Source: an optimization exercise on an open RTL-to-GDS flow (aim: small area). Production flows keep margins and buffers that such runs may drop. Where RTL was checked, it was by simulation tests only, not by an equivalence proof against the original. No activity file was given, so power comes from the tool's default toggle rates.

## the reference run
==> flow/design.v <==
module SevenHexDecoder(
	input [3:0] i_hex,
	input i_on,
	output [6:0] o_seven_ten,
	output [6:0] o_seven_one
);
	localparam [111:0] ONES = {
		7'b0010010, 7'b0011001, 7'b0110000, 7'b0100100, 7'b1111001, 7'b1000000,
		7'b0010000, 7'b0000000, 7'b1011000, 7'b0000010, 7'b0010010, 7'b0011001,
		7'b0110000, 7'b0100100, 7'b1111001, 7'b1000000
	};
	wire ten = i_hex[3] & (i_hex[2] | i_hex[1]);
	wire [6:0] one = ONES[i_hex * 7 +: 7];
	assign o_seven_ten = i_on ? {1'b1, ten, ten, ten, 1'b0, 1'b0, ten} : 7'h7f;
	assign o_seven_one = i_on ? one : 7'h7f;
endmodule
module Debounce(
	input i_in,
	input i_clk,
	input i_rst,
	output o_neg
);
	logic       deb_r;
	logic [2:0] cnt_r;
	logic       neg_r;
	wire        flip = (cnt_r == 3'd0);
	assign o_neg = neg_r;
	always_ff @(posedge i_clk) begin
		if (i_rst) begin
			deb_r <= 1'b1;
			cnt_r <= 3'd7;
			neg_r <= 1'b0;
		end else begin
			deb_r <= deb_r ^ flip;
			cnt_r <= (i_in != deb_r) ? cnt_r - 3'd1 : 3'd7;
			neg_r <= deb_r & flip;
		end
	end
endmodule
module RngGen(
    input i_clk,
    input i_rst,
    output [3:0] o_rnd
);
    reg [3:0]  counter;
    reg [19:0] state;
    reg [2:0]  carry;
    wire [19:0] nxt;
    wire [2:0]  carry_nxt;
    RngMul mul(.x(state), .ci(carry), .y(nxt), .co(carry_nxt));
    always @(posedge i_clk) begin
        carry <= carry_nxt;
        if (i_rst) begin
            state <= '0;
            counter <= '0;
        end else if (counter == 4'd9) begin
            state <= nxt;
            counter <= '0;
        end else
            counter <= counter + 4'd1;
    end
    assign o_rnd = state[19:16];
endmodule
module RngMul(
    input  [19:0] x,
    input  [2:0]  ci,
    output [19:0] y,
    output [2:0]  co
);
    localparam SPLIT = 10;
    wire [19:0] r1, r2, s;
    wire [20:0] c1, c2, c3, c4, c5;
    genvar i;
    assign r1[3:0] = x[3:0];
    assign c1[4] = 1'b0;
    for (i = 4; i < 20; i = i + 1) begin : g_r1
        wire cin = (i == SPLIT) ? ci[0] : c1[i];
        assign r1[i]   = x[i] ^ x[i-4] ^ cin;
        assign c1[i+1] = (x[i] & x[i-4]) | (cin & (x[i] ^ x[i-4]));
    end
    assign r2[11:0] = r1[11:0];
    assign c2[12] = 1'b0;
    for (i = 12; i < 20; i = i + 1) begin : g_r2
        assign r2[i]   = r1[i] ^ x[i-12] ^ c2[i];
        assign c2[i+1] = (r1[i] & x[i-12]) | (c2[i] & (r1[i] ^ x[i-12]));
    end
    assign s[17:0] = r2[17:0];
    assign c3[18] = 1'b1;
    for (i = 18; i < 20; i = i + 1) begin : g_s
        assign s[i]    = r2[i] ^ ~x[i-18] ^ c3[i];
        assign c3[i+1] = (r2[i] & ~x[i-18]) | (c3[i] & (r2[i] ^ ~x[i-18]));
    end
    wire [19:0] t1;
    assign t1[0] = ~s[0];
    assign c4[1] = s[0];
    assign t1[1] = s[1] ^ c4[1];
    assign c4[2] = s[1] & c4[1];
    for (i = 2; i < 20; i = i + 1) begin : g_t1
        wire cin = (i == SPLIT) ? ci[1] : c4[i];
        assign t1[i]   = s[i] ^ s[i-2] ^ cin;
        assign c4[i+1] = (s[i] & s[i-2]) | (cin & (s[i] ^ s[i-2]));
    end
    assign y[4:0] = t1[4:0];
    assign c5[5] = 1'b1;
    for (i = 5; i < 20; i = i + 1) begin : g_y
        wire cin = (i == SPLIT) ? ci[2] : c5[i];
        assign y[i]    = t1[i] ^ ~s[i-5] ^ cin;
        assign c5[i+1] = (t1[i] & ~s[i-5]) | (cin & (t1[i] ^ ~s[i-5]));
    end
    assign co = {c5[SPLIT], c4[SPLIT], c1[SPLIT]};
endmodule
module Top(
    input i_clk,
    input i_rst,
    input i_start,
    output [3:0] o_random_out,
    output o_led_on
);
    reg        run, blink;
    reg [3:0]  ticks;
    reg [15:0] s_clock;
    reg [3:0]  cur_number;
    wire [3:0] random;
    RngGen rngGen(
        .i_clk(i_clk),
        .i_rst(i_rst),
        .o_rnd(random)
    );
    localparam [255:0] ROLL_END = {
        16'd47880, 16'd42561, 16'd37836, 16'd33633,
        16'd29898, 16'd26577, 16'd23625, 16'd21006,
        16'd18675, 16'd16605, 16'd14760, 16'd13122,
        16'd11664, 16'd10368, 16'd9216,  16'd8192
    };
    wire [15:0] tick_len = blink ? 16'd32768 : ROLL_END[{ticks, 4'd0} +: 16];
    wire tick_ended = &(s_clock | ~tick_len);
    wire last_tick  = blink ? (ticks == 4'd9) : (ticks == 4'd15);
    wire tick_done  = run & tick_ended;
    always @(posedge i_clk) begin
        s_clock <= (i_start | tick_done) ? 16'd0 : s_clock + 16'd1;
        ticks   <= i_start ? 4'd0 : ticks + {3'd0, tick_done};
    end
    always @(posedge i_clk) begin
        if (i_rst) begin
            run <= 1'b0;
            blink <= 1'b0;
            cur_number <= '0;
        end else if (i_start) begin
            run <= 1'b1;
            blink <= 1'b0;
        end else if (tick_done) begin
            if (!blink)
                cur_number <= random;
            if (last_tick) begin
                if (blink) run <= 1'b0;
                blink <= ~blink;
            end
        end
    end
    assign o_random_out = cur_number;
    assign o_led_on = ~(blink & ticks[0]);
endmodule
module lab1_chip(
	input        clk,
	input        rst,
	input        key0,
	output [6:0] hex0,
	output [6:0] hex1
);
	logic keydown;
	logic [3:0] random_value;
	wire led_on;
	Debounce deb0(
		.i_in(key0),
		.i_clk(clk),
		.i_rst(rst),
		.o_neg(keydown)
	);
	Top top0(
		.i_clk(clk),
		.i_rst(rst),
		.i_start(keydown),
		.o_random_out(random_value),
		.o_led_on(led_on)
	);
	SevenHexDecoder seven_dec0(
		.i_hex(random_value),
		.i_on(led_on),
		.o_seven_ten(hex1),
		.o_seven_one(hex0)
	);
endmodule
clock: 7.0 ns
lec_check: 0
abc_area: 1
cap_margin: 20
core_margin: 2
core_utilization: 40
cts_buf_list: sky130_fd_sc_hd__clkbuf_2 sky130_fd_sc_hd__clkbuf_4 sky130_fd_sc_hd__clkbuf_8
slew_margin: 20
run.sh (not shown) runs the stock make flow with config.mk's settings and CLKGATE_MAP_FILE= SYNTH_SCRIPT=/design/flow/synth_recipe.tcl, a recipe that flattens the netlist after the stock synthesis.
Changes in the trial run relative to the reference run:
Settings: CTS_CLUSTER_SIZE newly set to 30; CTS_CLUSTER_DIAMETER newly set to 100; CTS_BUF_LIST changed from sky130_fd_sc_hd__clkbuf_2 sky130_fd_sc_hd__clkbuf_4 sky130_fd_sc_hd__clkbuf_8 to sky130_fd_sc_hd__clkbuf_4.
The trial run was carried through to the last stage, and its layout satisfied the timing, DRC and antenna checks.
Compared with the reference run, total power in the trial run decreased by a little under 10%.
Comparing the trial run with the reference run, the area of all sequential standard cells came out essentially unchanged.
Summary of the trial run over the reference run: wire length the detailed router placed on met1 -about 1.4%; combinational power ~0 delta; combinational fraction of design power +1.2 points; sequential share of layout area +0.32 points.

========
## main
Another version of the RTL of lab1_chip (not shown whole).
For scale: roughly 490 cells after synthesis, roughly 17 I/O pins, ~4800 um^2 of cells after synthesis.
make LEC_CHECK=0 CAP_MARGIN=20 CORE_MARGIN=2 CORE_UTILIZATION=40 SLEW_MARGIN=20 finish   # period 7.0 ns
For the feature branch, these inputs were changed with respect to main:
# main
export LEC_CHECK = 0
export CAP_MARGIN = 20
export CORE_MARGIN = 2
export CORE_UTILIZATION = 40
export SLEW_MARGIN = 20
create_clock -name core_clock -period 7.0 [get_ports {clk}]
# the feature branch
export LEC_CHECK = 0
export ABC_AREA = 1
export CAP_MARGIN = 20
export CORE_MARGIN = 2
export CORE_UTILIZATION = 40
export SLEW_MARGIN = 20
create_clock -name core_clock -period 7.0 [get_ports {clk}]
Findings:
Looking at required time at the worst-slack endpoint, the feature branch sits 30 ps lower than main does.
The feature branch vs main — clock share of power dropped 1.2 points.
When the feature branch is set beside main, its via density per instance turns out to be 0.12 smaller.
Synthesized cell count ends up higher on the feature branch.
Taking main as the reference, in the feature branch logic gate share of total power moved up; number of distinct library cells after synthesis went down.
No run of this note included a check of the RTL's function; only the layout flow was run.

========
## build 67
lab1_chip, a different RTL version from the one above (not shown whole).
For scale: ~310 cells after synthesis, ~0.0031 mm² of cells after synthesis.
export LEC_CHECK = 0
export ABC_AREA = 1
export CAP_MARGIN = 20
export CORE_MARGIN = 2
export CORE_UTILIZATION = 65
export GPL_TIMING_DRIVEN = 0
export PLACE_DENSITY = 0.75
export SLEW_MARGIN = 20
create_clock -name core_clock -period 7.0 [get_ports {clk}]
standard.sh (not shown) runs the stock make flow with config.mk's settings and CLKGATE_MAP_FILE= SYNTH_SCRIPT=/design/flow/synth_recipe.tcl, a recipe that flattens the netlist after the stock synthesis.
==> flow/flow/run.sh <==
#!/bin/bash
# Own layout flow: the standard synthesis, then its combinational logic re-optimised for
# area (full adders in the polarity that needs the fewest inverters, then ABC with the
# flip-flops, full adders and tie cells kept as they are and the rest, half adders too,
# remapped), then the standard flow from the floorplan on, with smaller clock-tree and
# port buffers.
set -euo pipefail
W=$PWD
F=$W/flow
R=$W/orfs/results/$FLOW_PLATFORM/lab1_chip/base
LIB=$FLOW_HOME/platforms/sky130hd/lib/sky130_fd_sc_hd__tt_025C_1v80.lib
YOSYS=$FLOW_HOME/../tools/install/yosys/bin/yosys
[ -x "$YOSYS" ] || YOSYS=yosys

bash standard.sh synth > $W/run_synth.log 2>&1
cp $R/1_2_yosys.v $W/std_1_2_yosys.v

mkdir -p $W/reopt
python3 $F/libsplit.py $LIB $W/reopt "fa|conb" > $W/run_libsplit.log 2>&1
python3 $F/fapol.py $W/std_1_2_yosys.v $W/reopt/pol.v > $W/run_fapol.log 2>&1

DU=$(grep -o -- "-dont_use [A-Za-z0-9_]*" $W/orfs/logs/$FLOW_PLATFORM/lab1_chip/base/1_2_yosys.log | sort -u | tr '\n' ' ')
cat > $W/reopt/reopt.ys <<EOF
read_liberty -lib $W/reopt/box.lib
read_liberty -ignore_miss_func $W/reopt/logic.lib
read_verilog $W/reopt/pol.v
hierarchy -top $FLOW_TOP
flatten
opt_clean -purge
abc -liberty $LIB $DU -script "+strash;&get,-n;&deepsyn,-T,30;&put;&get,-n;&dch,-f;&nf,-R,1000,-a;&put"
opt_clean -purge
hilomap -singleton -hicell sky130_fd_sc_hd__conb_1 HI -locell sky130_fd_sc_hd__conb_1 LO
splitnets
opt_clean -purge
stat -liberty $LIB
write_verilog -noattr -nohex -nodec $W/reopt/reopt.v
EOF
$YOSYS -s $W/reopt/reopt.ys > $W/run_reopt.log 2>&1
cp $W/reopt/reopt.v $R/1_2_yosys.v
rm -f $R/1_synth.odb $R/1_synth.sdc

bash standard.sh finish \
  "CTS_ARGS=-sink_clustering_enable -repair_clock_nets -dont_use_dummy_load -buf_list sky130_fd_sc_hd__clkbuf_4" \
  "BUFFER_PORTS_ARGS=-buffer_cell sky130_fd_sc_hd__buf_1" > $W/run_finish.log 2>&1
Other scripts of this flow, unchanged in this note and not shown: flow/flow/fapol.py, flow/flow/libsplit.py
Build 67 went all the way through the flow, and no timing, DRC or antenna check failed.
The following lists how build 90 was set up differently from build 67:
diff --git a/flow/flow/run.sh b/flow/flow/run.sh
--- a/flow/flow/run.sh
+++ b/flow/flow/run.sh
@@ -4,4 +4,4 @@
 # flip-flops, full adders and tie cells kept as they are and the rest, half adders too,
-# remapped), then the standard flow from the floorplan on, with smaller clock-tree and
-# port buffers.
+# remapped; ABC runs from several random seeds and the smallest netlist is kept), then
+# the standard flow from the floorplan on, with smaller clock-tree and port buffers.
 set -euo pipefail
@@ -22,3 +22,4 @@
 DU=$(grep -o -- "-dont_use [A-Za-z0-9_]*" $W/orfs/logs/$FLOW_PLATFORM/lab1_chip/base/1_2_yosys.log | sort -u | tr '\n' ' ')
-cat > $W/reopt/reopt.ys <<EOF
+for S in 1 2 3 4 5 6 7 8; do
+  cat > $W/reopt/reopt_$S.ys <<EOF
 read_liberty -lib $W/reopt/box.lib
@@ -29,3 +30,3 @@
 opt_clean -purge
-abc -liberty $LIB $DU -script "+strash;&get,-n;&deepsyn,-T,30;&put;&get,-n;&dch,-f;&nf,-R,1000,-a;&put"
+abc -liberty $LIB $DU -script "+strash;&get,-n;&deepsyn,-T,20,-S,$S;&put;&get,-n;&dch,-f;&nf,-R,1000,-a;&put"
 opt_clean -purge
@@ -35,6 +36,13 @@
 stat -liberty $LIB
-write_verilog -noattr -nohex -nodec $W/reopt/reopt.v
+write_verilog -noattr -nohex -nodec $W/reopt/reopt_$S.v
 EOF
-$YOSYS -s $W/reopt/reopt.ys > $W/run_reopt.log 2>&1
-cp $W/reopt/reopt.v $R/1_2_yosys.v
+done
+for S in 1 2 3 4; do $YOSYS -s $W/reopt/reopt_$S.ys > $W/run_reopt_$S.log 2>&1 & done; wait
+for S in 5 6 7 8; do $YOSYS -s $W/reopt/reopt_$S.ys > $W/run_reopt_$S.log 2>&1 & done; wait
+BEST=$(for S in 1 2 3 4 5 6 7 8; do
+  a=$(sed -n "s/.*Chip area for module .*: \([0-9.]*\).*/\1/p" $W/run_reopt_$S.log | tail -1)
+  [ -n "$a" ] && [ -s $W/reopt/reopt_$S.v ] && echo "$a $S"
+done | sort -g | head -1 | cut -d' ' -f2)
+echo "kept seed $BEST" > $W/run_pick.log
+cp $W/reopt/reopt_$BEST.v $R/1_2_yosys.v
 rm -f $R/1_synth.odb $R/1_synth.sdc
Notes after the runs:
No stage failed in build 90, and the final checks on the layout all came back clean.
Between build 90 and build 67, it is build 90 whose area after synthesis is higher, by about 0.6%.
Taking build 67 as the reference point, the sequential share of layout area of build 90 falls by 0.26 points.
Route | build 90 vs build 67 | wire longer in build 90
Going from build 67 to build 90, met2 routing resource usage after global routing shrinks by 5.8 points.
Per the comparison of build 90 with build 67, clock group share of total power has decreased, power has increased, final worst-path cycle share has increased, proportion of cell area occupied by multi-input gates has remained practically unchanged, vias after detailed routing has increased.
When build 90 is set beside build 67, its met3 capacity usage during global routing turns out to be 1.9 points larger.
The following lists how build 30 was set up differently from build 90:
diff --git a/flow/flow/run.sh b/flow/flow/run.sh
--- a/flow/flow/run.sh
+++ b/flow/flow/run.sh
@@ -22,3 +22,3 @@
 DU=$(grep -o -- "-dont_use [A-Za-z0-9_]*" $W/orfs/logs/$FLOW_PLATFORM/lab1_chip/base/1_2_yosys.log | sort -u | tr '\n' ' ')
-for S in 1 2 3 4 5 6 7 8; do
+for S in $(seq 0 15); do
   cat > $W/reopt/reopt_$S.ys <<EOF
@@ -39,5 +39,6 @@
 done
-for S in 1 2 3 4; do $YOSYS -s $W/reopt/reopt_$S.ys > $W/run_reopt_$S.log 2>&1 & done; wait
-for S in 5 6 7 8; do $YOSYS -s $W/reopt/reopt_$S.ys > $W/run_reopt_$S.log 2>&1 & done; wait
-BEST=$(for S in 1 2 3 4 5 6 7 8; do
+for B in 0 4 8 12; do
+  for S in $(seq $B $((B + 3))); do $YOSYS -s $W/reopt/reopt_$S.ys > $W/run_reopt_$S.log 2>&1 & done; wait
+done
+BEST=$(for S in $(seq 0 15); do
   a=$(sed -n "s/.*Chip area for module .*: \([0-9.]*\).*/\1/p" $W/run_reopt_$S.log | tail -1)
@@ -45,4 +46,9 @@
 done | sort -g | head -1 | cut -d' ' -f2)
-echo "kept seed $BEST" > $W/run_pick.log
-cp $W/reopt/reopt_$BEST.v $R/1_2_yosys.v
+if [ -n "$BEST" ]; then
+  echo "kept seed $BEST" > $W/run_pick.log
+  cp $W/reopt/reopt_$BEST.v $R/1_2_yosys.v
+else
+  echo "no re-optimised netlist; kept the standard one" > $W/run_pick.log
+  cp $W/std_1_2_yosys.v $R/1_2_yosys.v
+fi
 rm -f $R/1_synth.odb $R/1_synth.sdc
Results
- Build 90 → build 30: final area shows a reduction of 24 µm²; post-detailed-placement cell area shows a reduction of about 0.7%; number of clock-tree buffers in the layout shows no meaningful change; setup slack shows an increase of 0.076 ns; post-route non-filler standard cell count shows a reduction of about 1.3%.
- Build 30 against build 90: clock network latency to the later pin of the worst-skew pair comparable, overall power of the completed layout shows a reduction of 8.7%.

-- static timing again, ports no longer ideal --
The flow's constraints put no driver on any port. The routed layouts listed below were extracted and timed again, unchanged, in two steps.
Step 1 sets driving cells, clkbuf_16 on the clock port and buf_2 on the other inputs (assumed; they add their load-dependent delay and slew).
Step 2 moves the port delays by t, midway between the first and last clock arrival at a register: inputs arrive t later, outputs are due t later. That takes back most of the time a late clock gives input paths.
Slacks: ideal / step 1 / step 2; pairs: ideal / step 1.
run | t, ns | setup slack, ns | worst setup path at the end | worst register clock-pin slew, ns
the reference run | 0.384 | 0.241 / 0.241 / 0.241 | register to register | 0.08 / 0.08
the trial run | 0.451 | 0.230 / 0.230 / 0.230 | register to register | 0.12 / 0.12
main | 0.371 | 0.173 / 0.173 / 0.173 | register to register | 0.06 / 0.06
the feature branch | 0.369 | 0.250 / 0.250 / 0.250 | register to register | 0.06 / 0.06
build 67 | 0.418 | 0.685 / 0.685 / 0.685 | register to register | 0.10 / 0.10
build 90 | 0.393 | 0.609 / 0.609 / 0.609 | register to register | 0.10 / 0.10
build 30 | 0.418 | 0.685 / 0.685 / 0.685 | register to register | 0.10 / 0.10
After both steps setup and hold are still met in every run listed.
